Source: an optimization exercise on an open RTL-to-GDS flow (aim: small area, a short achievable clock period and few clock cycles per item). Production flows keep margins and buffers that such runs may drop. Only simulation tests tie the RTL to the original design; equivalence was not proved. The flow treats the clock pin as an ideal source, which a real chip does not have. Power and IR drop assume default switching activity.

File: design/flow/config.mk
export PLATFORM = sky130hd
export DESIGN_NAME = mul_top
export DESIGN_NICKNAME = mul_top
export VERILOG_FILES = /design/flow/design.v
export SDC_FILE = /design/flow/constraint.sdc
export NUM_CORES = 4
export LEC_CHECK = 0
export CAP_MARGIN = 20
export CORE_MARGIN = 2
export CORE_UTILIZATION = 40
export SLEW_MARGIN = 20
export SYNTH_HIERARCHICAL = 1
File: design/flow/constraint.sdc
create_clock -name core_clock -period 10.0 [get_ports {clk}]
set_input_delay 2.0000 -clock core_clock [delete_from_list [all_inputs] [get_ports {clk}]]
set_output_delay 2.0000 -clock core_clock [all_outputs]
set_load 0.01 [all_outputs]
File: design/flow/design.v
module mulN #(parameter N = 2)(input [N-1:0]a,b,output [2*N:0]res);
  wire [N-1:0][2*N:0]row;
  wire [N-1:0][2*N:0]shiftrow;
  wire [N-2:0][2*N:0] partialProd;
  genvar i,j;
  for(i=0;i<N;i=i+1) begin
    assign row[i][2*N:N] = {(N+1){1'b0}};
    for(j=0;j<N;j=j+1) begin
      assign row[i][j] = a[j]&b[i];
    end
    assign shiftrow[i] = row[i]<<i;
    if(i==N-1) begin
      assign res = shiftrow[i]+partialProd[i-1];
    end
    else if(i!=0) begin
      assign partialProd[i] = shiftrow[i] + partialProd[i-1];
    end
    else assign partialProd[i] = shiftrow[i];
  end
endmodule
module mul_top (
  input              clk,
  input              rst,
  input              in_valid,
  input      [15:0]  a,
  input      [15:0]  b,
  output             out_valid,
  output     [32:0]  res
);
  reg [15:0] a_q, b_q;
  always @(posedge clk) begin a_q <= a; b_q <= b; end
  reg [8:0] one_q, two_q, neg_q;
  always @(posedge clk) begin
    one_q[0] <= b[0] ^ 1'b0; two_q[0] <= (b[1] & ~b[0] & ~1'b0) | (~b[1] & b[0] & 1'b0); neg_q[0] <= b[1];
    one_q[1] <= b[2] ^ b[1]; two_q[1] <= (b[3] & ~b[2] & ~b[1]) | (~b[3] & b[2] & b[1]); neg_q[1] <= b[3];
    one_q[2] <= b[4] ^ b[3]; two_q[2] <= (b[5] & ~b[4] & ~b[3]) | (~b[5] & b[4] & b[3]); neg_q[2] <= b[5];
    one_q[3] <= b[6] ^ b[5]; two_q[3] <= (b[7] & ~b[6] & ~b[5]) | (~b[7] & b[6] & b[5]); neg_q[3] <= b[7];
    one_q[4] <= b[8] ^ b[7]; two_q[4] <= (b[9] & ~b[8] & ~b[7]) | (~b[9] & b[8] & b[7]); neg_q[4] <= b[9];
    one_q[5] <= b[10] ^ b[9]; two_q[5] <= (b[11] & ~b[10] & ~b[9]) | (~b[11] & b[10] & b[9]); neg_q[5] <= b[11];
    one_q[6] <= b[12] ^ b[11]; two_q[6] <= (b[13] & ~b[12] & ~b[11]) | (~b[13] & b[12] & b[11]); neg_q[6] <= b[13];
    one_q[7] <= b[14] ^ b[13]; two_q[7] <= (b[15] & ~b[14] & ~b[13]) | (~b[15] & b[14] & b[13]); neg_q[7] <= b[15];
    one_q[8] <= 1'b0 ^ b[15]; two_q[8] <= (1'b0 & ~1'b0 & ~b[15]) | (~1'b0 & 1'b0 & b[15]); neg_q[8] <= 1'b0;
  end
  reg [2:0] v;
  always @(posedge clk) begin
    if (rst) v <= 0;
    else v <= {v[1:0], in_valid};
  end
  assign out_valid = v[2];
  wire one_0 = one_q[0], two_0 = two_q[0], neg_0 = neg_q[0];
  wire one_1 = one_q[1], two_1 = two_q[1], neg_1 = neg_q[1];
  wire one_2 = one_q[2], two_2 = two_q[2], neg_2 = neg_q[2];
  wire one_3 = one_q[3], two_3 = two_q[3], neg_3 = neg_q[3];
  wire one_4 = one_q[4], two_4 = two_q[4], neg_4 = neg_q[4];
  wire one_5 = one_q[5], two_5 = two_q[5], neg_5 = neg_q[5];
  wire one_6 = one_q[6], two_6 = two_q[6], neg_6 = neg_q[6];
  wire one_7 = one_q[7], two_7 = two_q[7], neg_7 = neg_q[7];
  wire one_8 = one_q[8], two_8 = two_q[8], neg_8 = neg_q[8];
  wire pp_0_0 = ((one_0 & a_q[0]) | (two_0 & 1'b0)) ^ neg_0;
  wire pp_0_1 = ((one_0 & a_q[1]) | (two_0 & a_q[0])) ^ neg_0;
  wire pp_0_2 = ((one_0 & a_q[2]) | (two_0 & a_q[1])) ^ neg_0;
  wire pp_0_3 = ((one_0 & a_q[3]) | (two_0 & a_q[2])) ^ neg_0;
  wire pp_0_4 = ((one_0 & a_q[4]) | (two_0 & a_q[3])) ^ neg_0;
  wire pp_0_5 = ((one_0 & a_q[5]) | (two_0 & a_q[4])) ^ neg_0;
  wire pp_0_6 = ((one_0 & a_q[6]) | (two_0 & a_q[5])) ^ neg_0;
  wire pp_0_7 = ((one_0 & a_q[7]) | (two_0 & a_q[6])) ^ neg_0;
  wire pp_0_8 = ((one_0 & a_q[8]) | (two_0 & a_q[7])) ^ neg_0;
  wire pp_0_9 = ((one_0 & a_q[9]) | (two_0 & a_q[8])) ^ neg_0;
  wire pp_0_10 = ((one_0 & a_q[10]) | (two_0 & a_q[9])) ^ neg_0;
  wire pp_0_11 = ((one_0 & a_q[11]) | (two_0 & a_q[10])) ^ neg_0;
  wire pp_0_12 = ((one_0 & a_q[12]) | (two_0 & a_q[11])) ^ neg_0;
  wire pp_0_13 = ((one_0 & a_q[13]) | (two_0 & a_q[12])) ^ neg_0;
  wire pp_0_14 = ((one_0 & a_q[14]) | (two_0 & a_q[13])) ^ neg_0;
  wire pp_0_15 = ((one_0 & a_q[15]) | (two_0 & a_q[14])) ^ neg_0;
  wire pp_0_16 = ((one_0 & 1'b0) | (two_0 & a_q[15])) ^ neg_0;
  wire ns_0 = ~neg_0;
  wire pp_1_0 = ((one_1 & a_q[0]) | (two_1 & 1'b0)) ^ neg_1;
  wire pp_1_1 = ((one_1 & a_q[1]) | (two_1 & a_q[0])) ^ neg_1;
  wire pp_1_2 = ((one_1 & a_q[2]) | (two_1 & a_q[1])) ^ neg_1;
  wire pp_1_3 = ((one_1 & a_q[3]) | (two_1 & a_q[2])) ^ neg_1;
  wire pp_1_4 = ((one_1 & a_q[4]) | (two_1 & a_q[3])) ^ neg_1;
  wire pp_1_5 = ((one_1 & a_q[5]) | (two_1 & a_q[4])) ^ neg_1;
  wire pp_1_6 = ((one_1 & a_q[6]) | (two_1 & a_q[5])) ^ neg_1;
  wire pp_1_7 = ((one_1 & a_q[7]) | (two_1 & a_q[6])) ^ neg_1;
  wire pp_1_8 = ((one_1 & a_q[8]) | (two_1 & a_q[7])) ^ neg_1;
  wire pp_1_9 = ((one_1 & a_q[9]) | (two_1 & a_q[8])) ^ neg_1;
  wire pp_1_10 = ((one_1 & a_q[10]) | (two_1 & a_q[9])) ^ neg_1;
  wire pp_1_11 = ((one_1 & a_q[11]) | (two_1 & a_q[10])) ^ neg_1;
  wire pp_1_12 = ((one_1 & a_q[12]) | (two_1 & a_q[11])) ^ neg_1;
  wire pp_1_13 = ((one_1 & a_q[13]) | (two_1 & a_q[12])) ^ neg_1;
  wire pp_1_14 = ((one_1 & a_q[14]) | (two_1 & a_q[13])) ^ neg_1;
  wire pp_1_15 = ((one_1 & a_q[15]) | (two_1 & a_q[14])) ^ neg_1;
  wire pp_1_16 = ((one_1 & 1'b0) | (two_1 & a_q[15])) ^ neg_1;
  wire ns_1 = ~neg_1;
  wire pp_2_0 = ((one_2 & a_q[0]) | (two_2 & 1'b0)) ^ neg_2;
  wire pp_2_1 = ((one_2 & a_q[1]) | (two_2 & a_q[0])) ^ neg_2;
  wire pp_2_2 = ((one_2 & a_q[2]) | (two_2 & a_q[1])) ^ neg_2;
  wire pp_2_3 = ((one_2 & a_q[3]) | (two_2 & a_q[2])) ^ neg_2;
  wire pp_2_4 = ((one_2 & a_q[4]) | (two_2 & a_q[3])) ^ neg_2;
  wire pp_2_5 = ((one_2 & a_q[5]) | (two_2 & a_q[4])) ^ neg_2;
  wire pp_2_6 = ((one_2 & a_q[6]) | (two_2 & a_q[5])) ^ neg_2;
  wire pp_2_7 = ((one_2 & a_q[7]) | (two_2 & a_q[6])) ^ neg_2;
  wire pp_2_8 = ((one_2 & a_q[8]) | (two_2 & a_q[7])) ^ neg_2;
  wire pp_2_9 = ((one_2 & a_q[9]) | (two_2 & a_q[8])) ^ neg_2;
  wire pp_2_10 = ((one_2 & a_q[10]) | (two_2 & a_q[9])) ^ neg_2;
  wire pp_2_11 = ((one_2 & a_q[11]) | (two_2 & a_q[10])) ^ neg_2;
  wire pp_2_12 = ((one_2 & a_q[12]) | (two_2 & a_q[11])) ^ neg_2;
  wire pp_2_13 = ((one_2 & a_q[13]) | (two_2 & a_q[12])) ^ neg_2;
  wire pp_2_14 = ((one_2 & a_q[14]) | (two_2 & a_q[13])) ^ neg_2;
  wire pp_2_15 = ((one_2 & a_q[15]) | (two_2 & a_q[14])) ^ neg_2;
  wire pp_2_16 = ((one_2 & 1'b0) | (two_2 & a_q[15])) ^ neg_2;
  wire ns_2 = ~neg_2;
  wire pp_3_0 = ((one_3 & a_q[0]) | (two_3 & 1'b0)) ^ neg_3;
  wire pp_3_1 = ((one_3 & a_q[1]) | (two_3 & a_q[0])) ^ neg_3;
  wire pp_3_2 = ((one_3 & a_q[2]) | (two_3 & a_q[1])) ^ neg_3;
  wire pp_3_3 = ((one_3 & a_q[3]) | (two_3 & a_q[2])) ^ neg_3;
  wire pp_3_4 = ((one_3 & a_q[4]) | (two_3 & a_q[3])) ^ neg_3;
  wire pp_3_5 = ((one_3 & a_q[5]) | (two_3 & a_q[4])) ^ neg_3;
  wire pp_3_6 = ((one_3 & a_q[6]) | (two_3 & a_q[5])) ^ neg_3;
  wire pp_3_7 = ((one_3 & a_q[7]) | (two_3 & a_q[6])) ^ neg_3;
  wire pp_3_8 = ((one_3 & a_q[8]) | (two_3 & a_q[7])) ^ neg_3;
  wire pp_3_9 = ((one_3 & a_q[9]) | (two_3 & a_q[8])) ^ neg_3;
  wire pp_3_10 = ((one_3 & a_q[10]) | (two_3 & a_q[9])) ^ neg_3;
  wire pp_3_11 = ((one_3 & a_q[11]) | (two_3 & a_q[10])) ^ neg_3;
  wire pp_3_12 = ((one_3 & a_q[12]) | (two_3 & a_q[11])) ^ neg_3;
  wire pp_3_13 = ((one_3 & a_q[13]) | (two_3 & a_q[12])) ^ neg_3;
  wire pp_3_14 = ((one_3 & a_q[14]) | (two_3 & a_q[13])) ^ neg_3;
  wire pp_3_15 = ((one_3 & a_q[15]) | (two_3 & a_q[14])) ^ neg_3;
  wire pp_3_16 = ((one_3 & 1'b0) | (two_3 & a_q[15])) ^ neg_3;
  wire ns_3 = ~neg_3;
  wire pp_4_0 = ((one_4 & a_q[0]) | (two_4 & 1'b0)) ^ neg_4;
  wire pp_4_1 = ((one_4 & a_q[1]) | (two_4 & a_q[0])) ^ neg_4;
  wire pp_4_2 = ((one_4 & a_q[2]) | (two_4 & a_q[1])) ^ neg_4;
  wire pp_4_3 = ((one_4 & a_q[3]) | (two_4 & a_q[2])) ^ neg_4;
  wire pp_4_4 = ((one_4 & a_q[4]) | (two_4 & a_q[3])) ^ neg_4;
  wire pp_4_5 = ((one_4 & a_q[5]) | (two_4 & a_q[4])) ^ neg_4;
  wire pp_4_6 = ((one_4 & a_q[6]) | (two_4 & a_q[5])) ^ neg_4;
  wire pp_4_7 = ((one_4 & a_q[7]) | (two_4 & a_q[6])) ^ neg_4;
  wire pp_4_8 = ((one_4 & a_q[8]) | (two_4 & a_q[7])) ^ neg_4;
  wire pp_4_9 = ((one_4 & a_q[9]) | (two_4 & a_q[8])) ^ neg_4;
  wire pp_4_10 = ((one_4 & a_q[10]) | (two_4 & a_q[9])) ^ neg_4;
  wire pp_4_11 = ((one_4 & a_q[11]) | (two_4 & a_q[10])) ^ neg_4;
  wire pp_4_12 = ((one_4 & a_q[12]) | (two_4 & a_q[11])) ^ neg_4;
  wire pp_4_13 = ((one_4 & a_q[13]) | (two_4 & a_q[12])) ^ neg_4;
  wire pp_4_14 = ((one_4 & a_q[14]) | (two_4 & a_q[13])) ^ neg_4;
  wire pp_4_15 = ((one_4 & a_q[15]) | (two_4 & a_q[14])) ^ neg_4;
  wire pp_4_16 = ((one_4 & 1'b0) | (two_4 & a_q[15])) ^ neg_4;
  wire ns_4 = ~neg_4;
  wire pp_5_0 = ((one_5 & a_q[0]) | (two_5 & 1'b0)) ^ neg_5;
  wire pp_5_1 = ((one_5 & a_q[1]) | (two_5 & a_q[0])) ^ neg_5;
  wire pp_5_2 = ((one_5 & a_q[2]) | (two_5 & a_q[1])) ^ neg_5;
  wire pp_5_3 = ((one_5 & a_q[3]) | (two_5 & a_q[2])) ^ neg_5;
  wire pp_5_4 = ((one_5 & a_q[4]) | (two_5 & a_q[3])) ^ neg_5;
  wire pp_5_5 = ((one_5 & a_q[5]) | (two_5 & a_q[4])) ^ neg_5;
  wire pp_5_6 = ((one_5 & a_q[6]) | (two_5 & a_q[5])) ^ neg_5;
  wire pp_5_7 = ((one_5 & a_q[7]) | (two_5 & a_q[6])) ^ neg_5;
  wire pp_5_8 = ((one_5 & a_q[8]) | (two_5 & a_q[7])) ^ neg_5;
  wire pp_5_9 = ((one_5 & a_q[9]) | (two_5 & a_q[8])) ^ neg_5;
  wire pp_5_10 = ((one_5 & a_q[10]) | (two_5 & a_q[9])) ^ neg_5;
  wire pp_5_11 = ((one_5 & a_q[11]) | (two_5 & a_q[10])) ^ neg_5;
  wire pp_5_12 = ((one_5 & a_q[12]) | (two_5 & a_q[11])) ^ neg_5;
  wire pp_5_13 = ((one_5 & a_q[13]) | (two_5 & a_q[12])) ^ neg_5;
  wire pp_5_14 = ((one_5 & a_q[14]) | (two_5 & a_q[13])) ^ neg_5;
  wire pp_5_15 = ((one_5 & a_q[15]) | (two_5 & a_q[14])) ^ neg_5;
  wire pp_5_16 = ((one_5 & 1'b0) | (two_5 & a_q[15])) ^ neg_5;
  wire ns_5 = ~neg_5;
  wire pp_6_0 = ((one_6 & a_q[0]) | (two_6 & 1'b0)) ^ neg_6;
  wire pp_6_1 = ((one_6 & a_q[1]) | (two_6 & a_q[0])) ^ neg_6;
  wire pp_6_2 = ((one_6 & a_q[2]) | (two_6 & a_q[1])) ^ neg_6;
  wire pp_6_3 = ((one_6 & a_q[3]) | (two_6 & a_q[2])) ^ neg_6;
  wire pp_6_4 = ((one_6 & a_q[4]) | (two_6 & a_q[3])) ^ neg_6;
  wire pp_6_5 = ((one_6 & a_q[5]) | (two_6 & a_q[4])) ^ neg_6;
  wire pp_6_6 = ((one_6 & a_q[6]) | (two_6 & a_q[5])) ^ neg_6;
  wire pp_6_7 = ((one_6 & a_q[7]) | (two_6 & a_q[6])) ^ neg_6;
  wire pp_6_8 = ((one_6 & a_q[8]) | (two_6 & a_q[7])) ^ neg_6;
  wire pp_6_9 = ((one_6 & a_q[9]) | (two_6 & a_q[8])) ^ neg_6;
  wire pp_6_10 = ((one_6 & a_q[10]) | (two_6 & a_q[9])) ^ neg_6;
  wire pp_6_11 = ((one_6 & a_q[11]) | (two_6 & a_q[10])) ^ neg_6;
  wire pp_6_12 = ((one_6 & a_q[12]) | (two_6 & a_q[11])) ^ neg_6;
  wire pp_6_13 = ((one_6 & a_q[13]) | (two_6 & a_q[12])) ^ neg_6;
  wire pp_6_14 = ((one_6 & a_q[14]) | (two_6 & a_q[13])) ^ neg_6;
  wire pp_6_15 = ((one_6 & a_q[15]) | (two_6 & a_q[14])) ^ neg_6;
  wire pp_6_16 = ((one_6 & 1'b0) | (two_6 & a_q[15])) ^ neg_6;
  wire ns_6 = ~neg_6;
  wire pp_7_0 = ((one_7 & a_q[0]) | (two_7 & 1'b0)) ^ neg_7;
  wire pp_7_1 = ((one_7 & a_q[1]) | (two_7 & a_q[0])) ^ neg_7;
  wire pp_7_2 = ((one_7 & a_q[2]) | (two_7 & a_q[1])) ^ neg_7;
  wire pp_7_3 = ((one_7 & a_q[3]) | (two_7 & a_q[2])) ^ neg_7;
  wire pp_7_4 = ((one_7 & a_q[4]) | (two_7 & a_q[3])) ^ neg_7;
  wire pp_7_5 = ((one_7 & a_q[5]) | (two_7 & a_q[4])) ^ neg_7;
  wire pp_7_6 = ((one_7 & a_q[6]) | (two_7 & a_q[5])) ^ neg_7;
  wire pp_7_7 = ((one_7 & a_q[7]) | (two_7 & a_q[6])) ^ neg_7;
  wire pp_7_8 = ((one_7 & a_q[8]) | (two_7 & a_q[7])) ^ neg_7;
  wire pp_7_9 = ((one_7 & a_q[9]) | (two_7 & a_q[8])) ^ neg_7;
  wire pp_7_10 = ((one_7 & a_q[10]) | (two_7 & a_q[9])) ^ neg_7;
  wire pp_7_11 = ((one_7 & a_q[11]) | (two_7 & a_q[10])) ^ neg_7;
  wire pp_7_12 = ((one_7 & a_q[12]) | (two_7 & a_q[11])) ^ neg_7;
  wire pp_7_13 = ((one_7 & a_q[13]) | (two_7 & a_q[12])) ^ neg_7;
  wire pp_7_14 = ((one_7 & a_q[14]) | (two_7 & a_q[13])) ^ neg_7;
  wire pp_7_15 = ((one_7 & a_q[15]) | (two_7 & a_q[14])) ^ neg_7;
  wire pp_7_16 = ((one_7 & 1'b0) | (two_7 & a_q[15])) ^ neg_7;
  wire ns_7 = ~neg_7;
  wire pp_8_0 = one_8 & a_q[0];
  wire pp_8_1 = one_8 & a_q[1];
  wire pp_8_2 = one_8 & a_q[2];
  wire pp_8_3 = one_8 & a_q[3];
  wire pp_8_4 = one_8 & a_q[4];
  wire pp_8_5 = one_8 & a_q[5];
  wire pp_8_6 = one_8 & a_q[6];
  wire pp_8_7 = one_8 & a_q[7];
  wire pp_8_8 = one_8 & a_q[8];
  wire pp_8_9 = one_8 & a_q[9];
  wire pp_8_10 = one_8 & a_q[10];
  wire pp_8_11 = one_8 & a_q[11];
  wire pp_8_12 = one_8 & a_q[12];
  wire pp_8_13 = one_8 & a_q[13];
  wire pp_8_14 = one_8 & a_q[14];
  wire pp_8_15 = one_8 & a_q[15];
  wire s1, c2;
  mul_ha u_s1 (pp_0_10, pp_1_8, s1, c2);
  wire s3, c4;
  mul_ha u_s3 (pp_0_11, pp_1_9, s3, c4);
  wire s5, c6;
  mul_fa u_s5 (pp_0_12, pp_1_10, pp_2_8, s5, c6);
  wire s7, c8;
  mul_ha u_s7 (pp_3_6, pp_4_4, s7, c8);
  wire s9, c10;
  mul_fa u_s9 (pp_0_13, pp_1_11, pp_2_9, s9, c10);
  wire s11, c12;
  mul_ha u_s11 (pp_3_7, pp_4_5, s11, c12);
  wire s13, c14;
  mul_fa u_s13 (pp_0_14, pp_1_12, pp_2_10, s13, c14);
  wire s15, c16;
  mul_fa u_s15 (pp_3_8, pp_4_6, pp_5_4, s15, c16);
  wire s17, c18;
  mul_ha u_s17 (pp_6_2, pp_7_0, s17, c18);
  wire s19, c20;
  mul_fa u_s19 (pp_0_15, pp_1_13, pp_2_11, s19, c20);
  wire s21, c22;
  mul_fa u_s21 (pp_3_9, pp_4_7, pp_5_5, s21, c22);
  wire s23, c24;
  mul_ha u_s23 (pp_6_3, pp_7_1, s23, c24);
  wire s25, c26;
  mul_fa u_s25 (pp_0_16, pp_1_14, pp_2_12, s25, c26);
  wire s27, c28;
  mul_fa u_s27 (pp_3_10, pp_4_8, pp_5_6, s27, c28);
  wire s29, c30;
  mul_fa u_s29 (pp_6_4, pp_7_2, pp_8_0, s29, c30);
  wire s31, c32;
  mul_fa u_s31 (pp_1_15, pp_2_13, pp_3_11, s31, c32);
  wire s33, c34;
  mul_fa u_s33 (pp_4_9, pp_5_7, pp_6_5, s33, c34);
  wire s35, c36;
  mul_fa u_s35 (pp_7_3, pp_8_1, neg_0, s35, c36);
  wire s37, c38;
  mul_fa u_s37 (pp_1_16, pp_2_14, pp_3_12, s37, c38);
  wire s39, c40;
  mul_fa u_s39 (pp_4_10, pp_5_8, pp_6_6, s39, c40);
  wire s41, c42;
  mul_fa u_s41 (pp_7_4, pp_8_2, neg_0, s41, c42);
  wire s43, c44;
  mul_fa u_s43 (ns_1, pp_2_15, pp_3_13, s43, c44);
  wire s45, c46;
  mul_fa u_s45 (pp_4_11, pp_5_9, pp_6_7, s45, c46);
  wire s47, c48;
  mul_fa u_s47 (pp_7_5, pp_8_3, ns_0, s47, c48);
  wire s49, c50;
  mul_fa1 u_s49 (pp_2_16, pp_3_14, s49, c50);
  wire s51, c52;
  mul_fa u_s51 (pp_4_12, pp_5_10, pp_6_8, s51, c52);
  wire s53, c54;
  mul_ha u_s53 (pp_7_6, pp_8_4, s53, c54);
  wire s55, c56;
  mul_fa u_s55 (ns_2, pp_3_15, pp_4_13, s55, c56);
  wire s57, c58;
  mul_fa u_s57 (pp_5_11, pp_6_9, pp_7_7, s57, c58);
  wire s59, c60;
  mul_fa1 u_s59 (pp_3_16, pp_4_14, s59, c60);
  wire s61, c62;
  mul_ha u_s61 (pp_5_12, pp_6_10, s61, c62);
  wire s63, c64;
  mul_fa u_s63 (ns_3, pp_4_15, pp_5_13, s63, c64);
  wire s65, c66;
  mul_ha u_s65 (1'b1, pp_4_16, s65, c66);
  wire s67, c68;
  mul_ha u_s67 (pp_0_6, pp_1_4, s67, c68);
  wire s69, c70;
  mul_ha u_s69 (pp_0_7, pp_1_5, s69, c70);
  wire s71, c72;
  mul_fa u_s71 (pp_0_8, pp_1_6, pp_2_4, s71, c72);
  wire s73, c74;
  mul_ha u_s73 (pp_3_2, pp_4_0, s73, c74);
  wire s75, c76;
  mul_fa u_s75 (pp_0_9, pp_1_7, pp_2_5, s75, c76);
  wire s77, c78;
  mul_ha u_s77 (pp_3_3, pp_4_1, s77, c78);
  wire s79, c80;
  mul_fa u_s79 (s1, pp_2_6, pp_3_4, s79, c80);
  wire s81, c82;
  mul_fa u_s81 (pp_4_2, pp_5_0, neg_5, s81, c82);
  wire s83, c84;
  mul_fa u_s83 (s3, pp_2_7, pp_3_5, s83, c84);
  wire s85, c86;
  mul_fa u_s85 (pp_4_3, pp_5_1, c2, s85, c86);
  wire s87, c88;
  mul_fa u_s87 (s5, s7, pp_5_2, s87, c88);
  wire s89, c90;
  mul_fa u_s89 (pp_6_0, neg_6, c4, s89, c90);
  wire s91, c92;
  mul_fa u_s91 (s9, s11, pp_5_3, s91, c92);
  wire s93, c94;
  mul_fa u_s93 (pp_6_1, c6, c8, s93, c94);
  wire s95, c96;
  mul_fa u_s95 (s13, s15, s17, s95, c96);
  wire s97, c98;
  mul_fa u_s97 (neg_7, c10, c12, s97, c98);
  wire s99, c100;
  mul_fa u_s99 (s19, s21, s23, s99, c100);
  wire s101, c102;
  mul_fa u_s101 (c14, c16, c18, s101, c102);
  wire s103, c104;
  mul_fa u_s103 (s25, s27, s29, s103, c104);
  wire s105, c106;
  mul_fa u_s105 (c20, c22, c24, s105, c106);
  wire s107, c108;
  mul_fa u_s107 (s31, s33, s35, s107, c108);
  wire s109, c110;
  mul_fa u_s109 (c26, c28, c30, s109, c110);
  wire s111, c112;
  mul_fa u_s111 (s37, s39, s41, s111, c112);
  wire s113, c114;
  mul_fa u_s113 (c32, c34, c36, s113, c114);
  wire s115, c116;
  mul_fa u_s115 (s43, s45, s47, s115, c116);
  wire s117, c118;
  mul_fa u_s117 (c38, c40, c42, s117, c118);
  wire s119, c120;
  mul_fa u_s119 (s49, s51, s53, s119, c120);
  wire s121, c122;
  mul_fa u_s121 (c44, c46, c48, s121, c122);
  wire s123, c124;
  mul_fa u_s123 (s55, s57, pp_8_5, s123, c124);
  wire s125, c126;
  mul_fa u_s125 (c50, c52, c54, s125, c126);
  wire s127, c128;
  mul_fa u_s127 (s59, s61, pp_7_8, s127, c128);
  wire s129, c130;
  mul_fa u_s129 (pp_8_6, c56, c58, s129, c130);
  wire s131, c132;
  mul_fa u_s131 (s63, pp_6_11, pp_7_9, s131, c132);
  wire s133, c134;
  mul_fa u_s133 (pp_8_7, c60, c62, s133, c134);
  wire s135, c136;
  mul_fa u_s135 (s65, pp_5_14, pp_6_12, s135, c136);
  wire s137, c138;
  mul_fa u_s137 (pp_7_10, pp_8_8, c64, s137, c138);
  wire s139, c140;
  mul_fa u_s139 (ns_4, pp_5_15, pp_6_13, s139, c140);
  wire s141, c142;
  mul_fa u_s141 (pp_7_11, pp_8_9, c66, s141, c142);
  wire s143, c144;
  mul_fa1 u_s143 (pp_5_16, pp_6_14, s143, c144);
  wire s145, c146;
  mul_ha u_s145 (pp_7_12, pp_8_10, s145, c146);
  wire s147, c148;
  mul_fa u_s147 (ns_5, pp_6_15, pp_7_13, s147, c148);
  wire s149, c150;
  mul_ha u_s149 (1'b1, pp_6_16, s149, c150);
  wire s151, c152;
  mul_ha u_s151 (pp_0_4, pp_1_2, s151, c152);
  wire s153, c154;
  mul_ha u_s153 (pp_0_5, pp_1_3, s153, c154);
  wire s155, c156;
  mul_fa u_s155 (s67, pp_2_2, pp_3_0, s155, c156);
  wire s157, c158;
  mul_fa u_s157 (s69, pp_2_3, pp_3_1, s157, c158);
  wire s159, c160;
  mul_fa u_s159 (s71, s73, neg_4, s159, c160);
  wire s161, c162;
  mul_fa u_s161 (s75, s77, c72, s161, c162);
  wire s163, c164;
  mul_fa u_s163 (s79, s81, c76, s163, c164);
  wire s165, c166;
  mul_fa u_s165 (s83, s85, c80, s165, c166);
  wire s167, c168;
  mul_fa u_s167 (s87, s89, c84, s167, c168);
  wire s169, c170;
  mul_fa u_s169 (s91, s93, c88, s169, c170);
  wire s171, c172;
  mul_fa u_s171 (s95, s97, c92, s171, c172);
  wire s173, c174;
  mul_fa u_s173 (s99, s101, c96, s173, c174);
  wire s175, c176;
  mul_fa u_s175 (s103, s105, c100, s175, c176);
  wire s177, c178;
  mul_fa u_s177 (s107, s109, c104, s177, c178);
  wire s179, c180;
  mul_fa u_s179 (s111, s113, c108, s179, c180);
  wire s181, c182;
  mul_fa u_s181 (s115, s117, c112, s181, c182);
  wire s183, c184;
  mul_fa u_s183 (s119, s121, c116, s183, c184);
  wire s185, c186;
  mul_fa u_s185 (s123, s125, c120, s185, c186);
  wire s187, c188;
  mul_fa u_s187 (s127, s129, c124, s187, c188);
  wire s189, c190;
  mul_fa u_s189 (s131, s133, c128, s189, c190);
  wire s191, c192;
  mul_fa u_s191 (s135, s137, c132, s191, c192);
  wire s193, c194;
  mul_fa u_s193 (s139, s141, c136, s193, c194);
  wire s195, c196;
  mul_fa u_s195 (s143, s145, c140, s195, c196);
  wire s197, c198;
  mul_fa u_s197 (s147, pp_8_11, c144, s197, c198);
  wire s199, c200;
  mul_fa u_s199 (s149, pp_7_14, pp_8_12, s199, c200);
  wire s201, c202;
  mul_fa u_s201 (ns_6, pp_7_15, pp_8_13, s201, c202);
  wire s203, c204;
  mul_ha u_s203 (1'b1, pp_7_16, s203, c204);
  reg [91:0] rst3;
  always @(posedge clk) rst3 <= {c204, pp_8_15, ns_7, c202, pp_8_14, s203, c200, c150, s201, c198, c148, s199, c196, c146, s197, c194, c142, s195, c192, c138, s193, c190, c134, s191, c188, c130, s189, c186, c126, s187, c184, c122, s185, c182, c118, s183, c180, c114, s181, c178, c110, s179, c176, c106, s177, c174, c102, s175, c172, c98, s173, c170, c94, s171, c168, c90, s169, c166, c86, s167, c164, c82, s165, c162, c78, s163, c160, c74, s161, c158, c70, s159, c156, c68, s157, c154, neg_3, s155, c152, pp_2_1, s153, neg_2, pp_2_0, s151, pp_1_1, pp_0_3, neg_1, pp_1_0, pp_0_2, pp_0_1, neg_0, pp_0_0};
  wire s205, c206;
  mul_ha u_s205 (rst3[3], rst3[4], s205, c206);
  wire s207, c208;
  mul_ha u_s207 (rst3[6], rst3[7], s207, c208);
  wire s209, c210;
  mul_fa u_s209 (rst3[8], rst3[9], rst3[10], s209, c210);
  wire s211, c212;
  mul_fa u_s211 (rst3[11], rst3[12], rst3[13], s211, c212);
  wire s213, c214;
  mul_fa u_s213 (rst3[14], rst3[15], rst3[16], s213, c214);
  wire s215, c216;
  mul_fa u_s215 (rst3[17], rst3[18], rst3[19], s215, c216);
  wire s217, c218;
  mul_fa u_s217 (rst3[20], rst3[21], rst3[22], s217, c218);
  wire s219, c220;
  mul_fa u_s219 (rst3[23], rst3[24], rst3[25], s219, c220);
  wire s221, c222;
  mul_fa u_s221 (rst3[26], rst3[27], rst3[28], s221, c222);
  wire s223, c224;
  mul_fa u_s223 (rst3[29], rst3[30], rst3[31], s223, c224);
  wire s225, c226;
  mul_fa u_s225 (rst3[32], rst3[33], rst3[34], s225, c226);
  wire s227, c228;
  mul_fa u_s227 (rst3[35], rst3[36], rst3[37], s227, c228);
  wire s229, c230;
  mul_fa u_s229 (rst3[38], rst3[39], rst3[40], s229, c230);
  wire s231, c232;
  mul_fa u_s231 (rst3[41], rst3[42], rst3[43], s231, c232);
  wire s233, c234;
  mul_fa u_s233 (rst3[44], rst3[45], rst3[46], s233, c234);
  wire s235, c236;
  mul_fa u_s235 (rst3[47], rst3[48], rst3[49], s235, c236);
  wire s237, c238;
  mul_fa u_s237 (rst3[50], rst3[51], rst3[52], s237, c238);
  wire s239, c240;
  mul_fa u_s239 (rst3[53], rst3[54], rst3[55], s239, c240);
  wire s241, c242;
  mul_fa u_s241 (rst3[56], rst3[57], rst3[58], s241, c242);
  wire s243, c244;
  mul_fa u_s243 (rst3[59], rst3[60], rst3[61], s243, c244);
  wire s245, c246;
  mul_fa u_s245 (rst3[62], rst3[63], rst3[64], s245, c246);
  wire s247, c248;
  mul_fa u_s247 (rst3[65], rst3[66], rst3[67], s247, c248);
  wire s249, c250;
  mul_fa u_s249 (rst3[68], rst3[69], rst3[70], s249, c250);
  wire s251, c252;
  mul_fa u_s251 (rst3[71], rst3[72], rst3[73], s251, c252);
  wire s253, c254;
  mul_fa u_s253 (rst3[74], rst3[75], rst3[76], s253, c254);
  wire s255, c256;
  mul_fa u_s255 (rst3[77], rst3[78], rst3[79], s255, c256);
  wire s257, c258;
  mul_fa u_s257 (rst3[80], rst3[81], rst3[82], s257, c258);
  wire s259, c260;
  mul_fa u_s259 (rst3[83], rst3[84], rst3[85], s259, c260);
  wire s261, c262;
  mul_fa u_s261 (rst3[86], rst3[87], rst3[88], s261, c262);
  wire s263, c264;
  mul_fa u_s263 (rst3[89], rst3[90], rst3[91], s263, c264);
  wire [31:0] fa_a = {s263, s261, s259, s257, s255, s253, s251, s249, s247, s245, s243, s241, s239, s237, s235, s233, s231, s229, s227, s225, s223, s221, s219, s217, s215, s213, s211, s209, s207, s205, rst3[2], rst3[0]};
  wire [31:0] fa_b = {c262, c260, c258, c256, c254, c252, c250, c248, c246, c244, c242, c240, c238, c236, c234, c232, c230, c228, c226, c224, c222, c220, c218, c216, c214, c212, c210, c208, c206, rst3[5], 1'b0, rst3[1]};
  wire [31:0] prod = fa_a + fa_b;
  reg [31:0] res_q;
  always @(posedge clk) res_q <= prod;
  assign res = {1'b0, res_q};
endmodule
module mul_fa (input a, input b, input c, output s, output co);
  assign s = a ^ b ^ c;
  assign co = (a & b) | (a & c) | (b & c);
endmodule
module mul_fa1 (input a, input b, output s, output co);
  assign s = ~(a ^ b);
  assign co = a | b;
endmodule
module mul_ha (input a, input b, output s, output co);
  assign s = a ^ b;
  assign co = a & b;
endmodule
File: design/flow/flow/run.sh
# Standard ORFS layout (the standard.sh) with plain buf_1 port buffers
# and a tighter setup-repair target; the SDC and clock period are unchanged.
export BUFFER_PORTS_ARGS="-buffer_cell sky130_fd_sc_hd__buf_1"
export POST_CTS_TCL=$PWD/flow/post_cts.tcl
bash standard.sh SETUP_SLACK_MARGIN=7.4 CTS_CLUSTER_SIZE=45 CTS_CLUSTER_DIAMETER=200 finish > standard.log 2>&1
File: design/flow/flow/post_cts.tcl
set block [ord::get_db_block]
set port_net [$block findNet clk]
set roots {}
foreach it [$port_net getITerms] { lappend roots [$it getInst] }
puts "post_cts: clock port drives [llength $roots] cell pins"
if {[llength $roots] == 1} {
  set root [lindex $roots 0]
  set master [[$root getMaster] getName]
  set out_net [[$root findITerm X] getNet]
  set loads {}
  foreach it [$out_net getITerms] { if {[$it getInst] != $root} { lappend loads $it } }
  set ok [expr {[llength $loads] <= 4 && [string match *clkbuf* $master]}]
  foreach it $loads { if {![string match *clkbuf* [[[$it getInst] getMaster] getName]]} { set ok 0 } }
  puts "post_cts: root [$root getName] ($master) drives [llength $loads] loads; remove: $ok"
  if {$ok} {
    foreach it $loads { $it disconnect; $it connect $port_net }
    [$root findITerm A] disconnect
    [$root findITerm X] disconnect
    odb::dbInst_destroy $root
    odb::dbNet_destroy $out_net
    estimate_parasitics -placement
    report_clock_skew
    repair_timing_helper
    detailed_placement
    check_placement -verbose
  }
}
File: design/flow/standard.sh
#!/bin/bash
# synth_recipe.tcl (not shown) runs the flow's synth.tcl, then flattens the netlist and writes it again
# the make line also repeats each setting of config.mk as NAME=value (left out here)
make -C /OpenROAD-flow-scripts/flow DESIGN_CONFIG=/design/flow/config.mk WORK_HOME=/design/flow/orfs CLKGATE_MAP_FILE= SYNTH_SCRIPT=/design/flow/synth_recipe.tcl "${@:-finish}"
==> results of run 1 <==
==> worst max path at each step <==
stage,startpoint,end
3_3_place_gp,neg_q[5],rst3[44]
2_1_floorplan,a_q[1],rst3[44]
3_5_place_dp,neg_q[5],rst3[44]
5_1_grt,res_q[7],res[7]
6_report,res_q[7],res[7]
==> per-module statistics from Yosys, one instance, submodules excluded <==
module   cells  cell area, µm²  times used
mul_fa       1            20.0         109
mul_fa1      5            27.5           3
mul_ha       1            12.5          20
mul_top    822            7900           1
==> layer usage <==
layer | up-vias | wire length (µm) | GRT usage
met5 | - | 0 | 0
met4 | 0 | 614 | 0.0674
met3 | 47 | 1940 | 0.0487
met2 | 271 | 11200 | 0.284
met1 | 3458 | 11800 | 0.272
li1 | 3349 | - | -
==> synthesized netlist by cell type, drive strengths merged, types with 5 or more instances <==
library cell / number / area share
nand2b: 9 / 0.0054
a21o: 17 / 0.012
nor2: 15 / 0.0054
ha: 54 / 0.065
fa: 109 / 0.21
dfxtp: 167 / 0.32
clkbuf: 81 / 0.029
xor2: 21 / 0.018
and2: 18 / 0.011
a211oi: 7 / 0.0055
a22oi: 121 / 0.087
nand3b: 7 / 0.0050
buf: 11 / 0.0050
a21oi: 30 / 0.015
nand3: 6 / 0.0034
nor2b: 5 / 0.0030
xnor2: 147 / 0.12
inv: 31 / 0.011
nand2: 32 / 0.012
nor3: 5 / 0.0024
nand4: 9 / 0.0054
o21ai: 21 / 0.010
==> power by group through the flow <==
stage               Combinational (W)  Clock [W]  Sequential (W)
finish                        0.00291   0.000621         0.00107
global route                  0.00323   0.000660         0.00109
detailed placement            0.00238          0         0.00107
global placement              0.00235          0         0.00107
floorplan                     0.00186          0         0.00104
==> flip-flops by register name, indices dropped and copies added, names as in the netlist <==
signal  flops
res_q      32
a_q        16
two_q       8
rst3       92
neg_q       8
one_q       8
v           3
==> kinds of logic after synthesis <==
family                     Yosys count  share of synthesized area
AOI/OAI and AO/OA                  225                      0.155
other                                2                   0.000721
and+or+nand+nor                    117                     0.0608
adders and majority gates          163                      0.274
buffers and inverters              123                     0.0454
xor gates and xnor gates           168                      0.141
DFF                                167                      0.321
muxes                                1                   0.000961
==> through the flow <==
step	power (W)	std cells	cell area, µm²	utilization	hold slack, ns
detailed placement	0.00346	1283	10800	0.417	0.445
global route	0.00498	1346	12300	0.475	0.473
finish	0.00459	1346	12300	0.475	0.447
floorplan	0.00289	968	10500	-	0.330
global placement	0.00342	1283	10800	0.417	0.421
==> final cells by class <==
type / instances / area, µm² / share of cell area
multi-input combinational: 678 / 7010 / 0.571
sequential: 167 / 3490 / 0.284
timing repair buffer: 104 / 696 / 0.0567
clock buffer: 21 / 460 / 0.0375
tap: 335 / 419 / 0.0341
inverter: 31 / 116 / 0.00948
clock inverter: 10 / 87.6 / 0.00713
==> key figures, run 1 <==
Placement
  • Pre-CTS setup slack: around 6.9 ns
  • Gpl congestion: between 0.8 and 0.9
  • Number of I/O port buffers: between 60 and 70
  • DP Wirelength: around 17000 µm

Worst setup path
  • CP max-delay cell: dfxtp_1
  • Worst path top cell family by delay: flip-flops
  • CP peak stage delay: just over 0.3 ns
  • Reg-to-Reg End: res_q[31]
  • Reg2Reg Depth: 9
  • Crit path required time: 8.00 ns
  • Reg2Reg Setup Slack: 7.26 ns
  • RR Startpoint: rst3[8]
  • Critical Path End Type: primary output
  • Arrival @ worst endpoint: 0.86 ns
  • Critical path buffers and inverters: 1
  • Element type at the critical path start: flop
  • Sequence of cells on the critical path: buf_2
  • Critical path class: reg -> out
  • Critical Path Fanout Max: 1
  • Cell count along the critical path: 1

Clock tree
  • Clock latency on the worst-skew pair: 0.43 ns
  • Total clock sinks: roughly 170
  • Clock transition at path regs: around 0.07 ns
  • CTS tree: done

Global routing
  • Initial antenna violation count: 0
  • First-pass GRT wire length: between 40000 and 50000 µm
  • Vias in the first global route: between 7000 and 8000
  • All-Layer GR Usage: 0.192
  • Grt ovf: 0
  • Maximum number of pins on one net before global-route repair: 36

Pwr
  • Seq pwr share: 0.232
  • PwrDens: around 370 nW/µm²
  • Switch share: 0.431
  • Peak VDD IR: approximately 180 µV
  • Comb power frac: 0.633
  • Static leakage: approximately 4.8 nW
  • Int Pwr: approximately 0.0026 W
  • Clock power frac: 0.135
  • P_sw: 0.00198 W

Run status
  • Outcome: finished clean

Synth
  • Async S/R FF share, synth: 0
  • Post-synth cell types: between 50 and 60
  • Register area share after synthesis: 0.321
  • Synth Cell Area: 10400 µm²
  • Post-Synthesis Cells: between 900 and 1000
  • Yosys reg bits: 167
  • Syn avg cell area: 10.8 µm²
  • Yosys warnings: 7
  • Ys flop type: dfxtp_1
  • Post-synth EDFFs: 0

Drt
  • Vias/cell: roughly 5.3
  • Post-DR wirelength/cell: 19.0 µm
  • First-pass iteration count of the detailed router: 6
  • Final ANT Viol Nets: 0
  • DR vias: 7125
  • 1st-iter DRT viols: between 400 and 500
  • DRT Wirelength: ~26000 µm
  • Residual DRC: 0

STA
  • Max Slew Vio Count: 0
  • Setup_tns: 0 ns
  • Maximum clock rate: about 350 MHz
  • Setup ws final: ~7.1 ns
  • Final worst path period share: 0.286
  • Final Critical Period: 2.86 ns
  • Final Hold Violating Endpoints: 0
  • Setup violations, final: 0
  • Unrepaired setup endpoints after global routing: yes
  • Fin Clk Skew: 0.0150 ns

Floorplanning
  • Die ar.: 27300 µm²
  • Core area: approximately 26000 µm²
  • Io pins: 69
  • Rows: about 60
  • Initial Util: 0.403
  • Die height: ~170 µm
  • Die width: approximately 170 µm

Min path
  • Hold EP: v[2]
  • Hold Path Class: reg -> reg
  • Hold Startpoint: v[1]
  • Hold Path Stages: 1

Layout
  • P&R area growth vs syn: 17.9%
  • Final net count: 1197
  • Most frequent cells in the layout: 146 x xnor2_1, 117 x a22oi_1, 114 x dfxtp_1
  • Share of cells above drive strength 1: 0.221
  • Commonest non-fill, non-tap cell in the layout: xnor2_1
  • Fill cells: around 2400
  • Antenna Cells: 0

Run
  • Total of max-cap violations: 0
Testbench counts, summed over its fixed seeds: cycles 16,016, items 16,000.
==> inputs of run 2 (changes only) <==
==> design/flow/flow/run.sh (replaced) <==
# Standard ORFS layout (the standard.sh) with plain buf_1 port buffers
# and a tighter setup-repair target; the SDC and clock period are unchanged.
export BUFFER_PORTS_ARGS="-buffer_cell sky130_fd_sc_hd__buf_1"
bash standard.sh SETUP_SLACK_MARGIN=7.2  finish > standard.log 2>&1
removed: design/flow/flow/post_cts.tcl
==> key figures, run 2 <==
Layout
  • Max FFs per register: 92 (unchanged)
  • Final non-filler cell area: 11800 µm² (-3.8%)
  • Final net count: 1172 (-2.1%)
  • Fill cells: 2409 (+1.7%)
  • Antenna Cells: 0 (unchanged)
  • Top reg by flops: rst3
  • Share of cells above drive strength 1: 0.172 (-0.0483)
  • Largest regs: rst3: 92 flops, res_q: 32 flops, a_q: 16 flops
  • Commonest non-fill, non-tap cell in the layout: xnor2_1
  • Most frequent cells in the layout: 147 x xnor2_1, 121 x a22oi_1, 118 x dfxtp_1
  • P&R area growth vs syn: 13.5%
  • Seq. cell area: 3410 µm² (-2.3%)
  • Area of the multi-input gates: 6830 µm² (-2.5%)

Global routing
  • Vias in the first global route: 7257 (+0.44%)
  • Maximum number of pins on one net before global-route repair: 36 (unchanged)
  • Initial antenna violation count: 0 (unchanged)
  • Grt ovf: 0 (unchanged)
  • All-Layer GR Usage: 0.193 (+0.00127)
  • First-pass GRT wire length: 40300 µm (+0.48%)

Synth
  • Simple-gate share of the synthesized area: 0.0608 (unchanged)
  • Yosys top cell by area: dfxtp_1
  • Syn avg cell area: 10.8 µm² (unchanged)
  • Mux cell area share after synthesis: 0.000961 (unchanged)
  • Top cells by area, synth: dfxtp_1 32%, fa_1 21%, xnor2_1 12%
  • Ys flop type: dfxtp_1
  • Adder-Cell Fraction of Synth Area: 0.274 (unchanged)
  • Post-synth cell types: 57 (unchanged)
  • Async S/R FF share, synth: 0 (unchanged)
  • Post-Synthesis Cells: 966 (unchanged)
  • Register area share after synthesis: 0.321 (unchanged)
  • Synth Cell Area: 10400 µm² (unchanged)
  • Post-synth EDFFs: 0 (unchanged)
  • XOR/XNOR Fraction of Synth Area: 0.141 (unchanged)
  • Yosys reg bits: 167 (unchanged)
  • Top cell type's share of synthesized area: 0.321 (unchanged)
  • Most frequent cell after synthesis: dfxtp_1
  • Yosys warnings: 7 (unchanged)
  • Synth Area in Compound Gates: 0.155 (unchanged)
  • Largest family of logic cells by synthesized area: adder cells
  • Synth cell count leaders: 167 x dfxtp_1, 147 x xnor2_1, 121 x a22oi_1

Floorplanning
  • Die width: 165 µm (unchanged)
  • Io pins: 69 (unchanged)
  • Initial Util: 0.403 (unchanged)
  • Rows: 59 (unchanged)
  • Die height: 165 µm (unchanged)
  • Core area: 25800 µm² (unchanged)
  • Die ar.: 27300 µm² (unchanged)

Drt
  • First-pass iteration count of the detailed router: 7 (+1)
  • Vias/cell: 5.36 (+1.2%)
  • Residual DRC: 0 (unchanged)
  • DRT Wirelength: 25400 µm (-0.81%)
  • 1st-iter DRT viols: 542 (+17%)
  • DR vias: 7085 (-0.56%)
  • Final ANT Viol Nets: 0 (unchanged)
  • Post-DR wirelength/cell: 19.2 µm (+0.99%)

Run
  • Total of max-cap violations: 0 (unchanged)

Min path
  • Hold Path Class: reg -> reg
  • Hold Startpoint: v[0]

STA
  • Slew Limit Headroom: 0.529
  • Max Slew Vio Count: 0 (unchanged)
  • Fin Clk Skew: 0.00802 ns (-0.00693 ns)
  • Slew @ Worst Pin: 0.705 ns
  • Final Critical Period: 2.87 ns (+0.00400 ns)
  • Unrepaired setup endpoints after global routing: yes
  • Maximum clock rate: 349 MHz (-0.14%)
  • Setup violations, final: 0 (unchanged)
  • Setup_tns: 0 ns (unchanged)
  • Final Hold Violating Endpoints: 0 (unchanged)
  • Final worst path period share: 0.287 (+0.000400)

Run status
  • Outcome: finished clean

Clock tree
  • CTS tree: done
  • Clock latency on the worst-skew pair: 0.43 ns (about the same)
  • Clock transition at path regs: 0.07 ns (about the same)
  • Longest Clk Path Bufs: 2
  • CTS Hold Bufs: 0
  • TritonCTS Buffers: 17
  • H-tree levels: 4
  • Root Buffer Master: clkbuf_16
  • Total clock sinks: 167 (unchanged)

Worst setup path
  • Crit path required time: 8.00 ns (about the same)
  • CP peak stage delay: 0.31 ns (about the same)
  • Worst path top cell family by delay: flip-flops
  • Critical Path Fanout Max: 1 (unchanged)
  • Critical path class: reg -> out
  • Critical Path End Type: primary output
  • Sequence of cells on the critical path: buf_2
  • Critical path buffers and inverters: 1 (unchanged)
  • Arrival @ worst endpoint: 0.87 ns (about the same)
  • Worst setup path startpoint: res_q[10]
  • Element type at the critical path start: flop
  • CP max-delay cell: dfxtp_1
  • RR Startpoint: one_q[3]

Placement
  • Placement Cell Area: 10800 µm² (about the same)
  • DP Wirelength: 17300 µm (+0.87%)
  • Gpl congestion: 0.867 (+0.84%)
  • Number of I/O port buffers: 67 (unchanged)

Pwr
  • Static leakage: 4.63 nW (-3.4%)
  • PwrDens: 374 nW/µm² (about the same)
  • Peak VDD IR: 153 µV (-16%)
[run 2: cell types whose count changed in the layout (fill, tap and decap cells not counted), moves of 3 or more]
| cell | previous run | this run |
|---|---|---|
| nand2_1 | 28 | 31 |
| a22oi_1 | 117 | 121 |
| a21oi_1 | 17 | 23 |
| dfxtp_2 | 20 | 46 |
| buf_6 | 18 | 14 |
| nand2_2 | 4 | 1 |
| dfxtp_1 | 114 | 118 |
| a21oi_2 | 11 | 7 |
| o21ai_0 | 11 | 14 |
| buf_4 | 30 | 12 |
| dfxtp_4 | 33 | 3 |
| a22oi_2 | 4 | 0 |
[run 2: repair_timing]
action	CTS	global route
resized for setup	77	64
pin swaps	8	14
endpoints found under the setup margin	64	55
buffers inserted	3	3
[run 2: kinds of logic after synthesis]
group | Yosys count
xor gates and xnor gates | 168
adders and majority gates | 163
and+or+nand+nor | 117
DFF | 167
buffers and inverters | 123
AOI/OAI and AO/OA | 225
other | 2
muxes | 1
[run 2: cell type report]
cell class / count / area share
clock buffer: 17 / 0.0360
clock inverter: 15 / 0.0115
inverter: 31 / 0.00985
multi-input combinational: 678 / 0.578
sequential: 167 / 0.289
tap: 335 / 0.0355
timing repair buffer: 79 / 0.0398
[run 2: stage by stage]
step / cells / util / power (W) / setup WS, ns / hold WS, ns
global route: 1322 / 0.457 / 0.00483 / 7.09 / 0.470
floorplan: 968 / - / 0.00289 / 7.23 / 0.329
global placement: 1284 / 0.417 / 0.00343 / 6.98 / 0.421
finish: 1322 / 0.457 / 0.00442 / 7.13 / 0.446
CTS: 1319 / 0.446 / 0.00421 / 7.09 / 0.448
detailed placement: 1284 / 0.417 / 0.00347 / 6.94 / 0.435
[run 2: metal layers]
metal  up-vias  wire length, µm  track usage
met3        51             2090       0.0450
met2       296            10900        0.281
met1      3443            11600        0.277
met4         0              750       0.0764
li1       3295                -            -
met5         -                0            0
[run 2: worst paths after layout]
path / depth (start not counted) / endpoint / slack (ns)
max: 1 / res[10] / 7.13
min: 1 / v[1] / 0.45
max reg2reg: 5 / rst3[53] / 7.30
min reg2reg: 1 / v[1] / 0.45
[run 2: per-module statistics from Yosys, one instance, submodules excluded]
module,flops+latches,cells,times used,cell area [µm²]
mul_top,167,822,1,7900
mul_ha,0,1,20,12.5
mul_fa1,0,5,3,27.5
mul_fa,0,1,109,20.0
[run 2: where the power goes]
group	switching (W)	internal (W)
clock network	0.000307	0.000329
logic	0.00145	0.00126
registers	0.000150	0.000921
==> inputs of run 3 (changes only) <==
==> design/flow/flow/run.sh (replaced) <==
# Standard ORFS layout (the standard.sh) with plain buf_1 port buffers
# and a tighter setup-repair target; the SDC and clock period are unchanged.
export BUFFER_PORTS_ARGS="-buffer_cell sky130_fd_sc_hd__buf_1"
export POST_CTS_TCL=$PWD/flow/post_cts.tcl
bash standard.sh SETUP_SLACK_MARGIN=7.4  finish > standard.log 2>&1
==> design/flow/flow/post_cts.tcl (new file) <==
set nclus 4
set block [ord::get_db_block]
set db [ord::get_db]
set port_net [$block findNet clk]

proc is_clkbuf {inst} { return [string match sky130_fd_sc_hd__clkbuf* [[$inst getMaster] getName]] }

# collect the register clock pins below the clock port, and the clock buffers
set sinks {}
set bufs {}
set todo [list $port_net]
while {[llength $todo]} {
  set net [lindex $todo 0]; set todo [lrange $todo 1 end]
  foreach it [$net getITerms] {
    set inst [$it getInst]
    if {[$it isOutputSignal]} { continue }
    if {[is_clkbuf $inst]} {
      lappend bufs $inst
      lappend todo [[$inst findITerm X] getNet]
    } else {
      lappend sinks $it
    }
  }
}
puts "post_cts: [llength $sinks] sinks, [llength $bufs] clock buffers"

# remove the existing buffers and their nets
foreach b $bufs {
  set on [[$b findITerm X] getNet]
  foreach it [$b getITerms] { if {[$it getNet] ne "NULL"} { $it disconnect } }
  odb::dbInst_destroy $b
  if {$on ne "NULL"} {
    foreach it [$on getITerms] { $it disconnect }
    odb::dbNet_destroy $on
  }
}

# sink locations
set pts {}
foreach it $sinks {
  set bb [[$it getInst] getBBox]
  lappend pts [list [expr {([$bb xMin] + [$bb xMax]) / 2.0}] [expr {([$bb yMin] + [$bb yMax]) / 2.0}]]
}
# k-means, seeded from the extremes of the bounding box quadrants
set xs [lmap p $pts {lindex $p 0}]; set ys [lmap p $pts {lindex $p 1}]
set x0 [tcl::mathfunc::min {*}$xs]; set x1 [tcl::mathfunc::max {*}$xs]
set y0 [tcl::mathfunc::min {*}$ys]; set y1 [tcl::mathfunc::max {*}$ys]
set cx [list [expr {$x0 + ($x1-$x0)*0.25}] [expr {$x0 + ($x1-$x0)*0.75}] [expr {$x0 + ($x1-$x0)*0.25}] [expr {$x0 + ($x1-$x0)*0.75}]]
set cy [list [expr {$y0 + ($y1-$y0)*0.25}] [expr {$y0 + ($y1-$y0)*0.25}] [expr {$y0 + ($y1-$y0)*0.75}] [expr {$y0 + ($y1-$y0)*0.75}]]
set n [llength $pts]
set cap [expr {int(ceil($n / double($nclus))) + 2}]
for {set iter 0} {$iter < 30} {incr iter} {
  # balanced assignment: nearest centre with room
  set order {}
  set i 0
  foreach p $pts {
    set best 1e30
    for {set k 0} {$k < $nclus} {incr k} {
      set d [expr {abs([lindex $p 0]-[lindex $cx $k]) + abs([lindex $p 1]-[lindex $cy $k])}]
      if {$d < $best} { set best $d }
    }
    lappend order [list $i $best]
    incr i
  }
  set asg [lrepeat $n 0]
  set cnt [lrepeat $nclus 0]
  foreach e [lsort -real -decreasing -index 1 $order] {
    set i [lindex $e 0]; set p [lindex $pts $i]
    set best 1e30; set bk 0
    for {set k 0} {$k < $nclus} {incr k} {
      if {[lindex $cnt $k] >= $cap} { continue }
      set d [expr {abs([lindex $p 0]-[lindex $cx $k]) + abs([lindex $p 1]-[lindex $cy $k])}]
      if {$d < $best} { set best $d; set bk $k }
    }
    lset asg $i $bk
    lset cnt $bk [expr {[lindex $cnt $bk] + 1}]
  }
  set sx [lrepeat $nclus 0.0]; set sy [lrepeat $nclus 0.0]
  for {set i 0} {$i < $n} {incr i} {
    set k [lindex $asg $i]; set p [lindex $pts $i]
    lset sx $k [expr {[lindex $sx $k] + [lindex $p 0]}]
    lset sy $k [expr {[lindex $sy $k] + [lindex $p 1]}]
  }
  for {set k 0} {$k < $nclus} {incr k} {
    if {[lindex $cnt $k] > 0} {
      lset cx $k [expr {[lindex $sx $k] / [lindex $cnt $k]}]
      lset cy $k [expr {[lindex $sy $k] / [lindex $cnt $k]}]
    }
  }
}
puts "post_cts: cluster sizes $cnt"

set master [$db findMaster sky130_fd_sc_hd__clkbuf_16]
for {set k 0} {$k < $nclus} {incr k} {
  if {[lindex $cnt $k] == 0} { continue }
  set inst [odb::dbInst_create $block $master clkbuf_bench_$k]
  set net [odb::dbNet_create $block clknet_bench_$k]
  $net setSigType CLOCK
  [$inst findITerm A] connect $port_net
  [$inst findITerm X] connect $net
  $inst setLocation [expr {int([lindex $cx $k])}] [expr {int([lindex $cy $k])}]
  $inst setPlacementStatus PLACED
  set_dont_touch $inst
  for {set i 0} {$i < $n} {incr i} {
    if {[lindex $asg $i] == $k} { [lindex $sinks $i] connect $net }
  }
}
foreach it [$port_net getITerms] { }
detailed_placement
foreach inst [$block getInsts] { if {[string match clkbuf_bench_* [$inst getName]]} { unset_dont_touch $inst } }
estimate_parasitics -placement
report_clock_skew
report_clock_latency
repair_timing_helper
detailed_placement
check_placement -verbose
==> key figures, run 3 <==
Synth
  • Top cell type's share of synthesized area: 0.321 (unchanged)
  • Syn avg cell area: 10.8 µm² (unchanged)
  • Register area share after synthesis: 0.321 (unchanged)
  • Post-Synthesis Cells: 966 (unchanged)
  • Synth cell count leaders: 167 x dfxtp_1, 147 x xnor2_1, 121 x a22oi_1
  • Yosys warnings: 7 (unchanged)
  • Async S/R FF share, synth: 0 (unchanged)
  • Post-synth cell types: 57 (unchanged)
  • Yosys reg bits: 167 (unchanged)
  • Top cells by area, synth: dfxtp_1 32%, fa_1 21%, xnor2_1 12%
  • Post-synth EDFFs: 0 (unchanged)
  • Ys flop type: dfxtp_1
  • Synth Cell Area: 10400 µm² (unchanged)
  • Yosys top cell by area: dfxtp_1
  • Most frequent cell after synthesis: dfxtp_1

Floorplanning
  • Die height: 165 µm (unchanged)
  • Io pins: 69 (unchanged)
  • Die width: 165 µm (unchanged)
  • Rows: 59 (unchanged)
  • Initial Util: 0.403 (unchanged)

Placement
  • Gpl congestion: 0.860 (-0.83%)
  • Placed Cells: 1283 (-0.078%)
  • Number of I/O port buffers: 67 (unchanged)
  • DP Wirelength: 17100 µm (-0.86%)

Run status
  • Outcome: stopped before the end
  • Stage reached: 4_1_cts
  • Run Error: Error: cts.tcl, 90 invalid command name "NULL"

Clock tree
  • Total clock sinks: 167 (unchanged)
==> run 3: modules after synthesis, one instance, submodules excluded <==
module | cells | flops+latches
mul_fa | 1 | 0
mul_fa1 | 5 | 0
mul_ha | 1 | 0
mul_top | 822 | 167
==> run 3: logic make-up after synthesis <==
family / share of synthesized area
muxes: 0.000961
and+or+nand+nor: 0.0608
DFF: 0.321
adders and majority gates: 0.274
xor gates and xnor gates: 0.141
buffers and inverters: 0.0454
other: 0.000721
AOI/OAI and AO/OA: 0.155
==> run 3: power by group through the flow <==
stage	combinational [W]	clock (W)	sequential [W]
2_1_floorplan	0.00186	0	0.00104
3_3_place_gp	0.00235	0	0.00107
3_5_place_dp	0.00238	0	0.00107
==> run 3: worst min-delay path by stage <==
stage                     slack, ns  cells past startpoint  endpoint  startpoint
after floorplan                0.33                      0  rst3[10]    neg_q[2]
after detailed placement       0.44                      1      v[1]        v[0]
after global placement         0.42                      1      v[1]        v[0]
==> run 3: per-stage QoR <==
step                setup slack (ns)  instance area [µm²]  power [W]
detailed placement              6.94                10800    0.00346
global placement                6.92                10800    0.00342
floorplan                       7.39                10500    0.00289

==> re-timing with driven ports <==
In the flow no input, the clock included, has a driving cell. The finished layouts below were timed again as built, in two steps. Step 1: set_driving_cell puts a clkbuf_16 on clk and a buf_2 on each other input, an assumption about the parent block. Step 2, shift: input delay + t, output delay - t, t = (earliest + latest rising clock arrival at the registers) / 2. This alone moves slack from input paths to output paths. Slacks: ideal ports / drivers / drivers and shift; pairs: ideal ports / drivers.
| run | t (ns) | setup WS [ns] | hold WS [ns] | worst setup path after step 2 | pins driven straight from the clock port |
|---|---|---|---|---|---|
| run 1 | 0.464 | 7.137 / 7.092 / 7.260 | 0.447 / 0.447 / 0.447 | register to register | 1 |
| run 2 | 0.480 | 7.133 / 7.084 / 7.299 | 0.446 / 0.446 / 0.446 | register to register | 1 |
After both steps setup and hold are still met in every run listed.
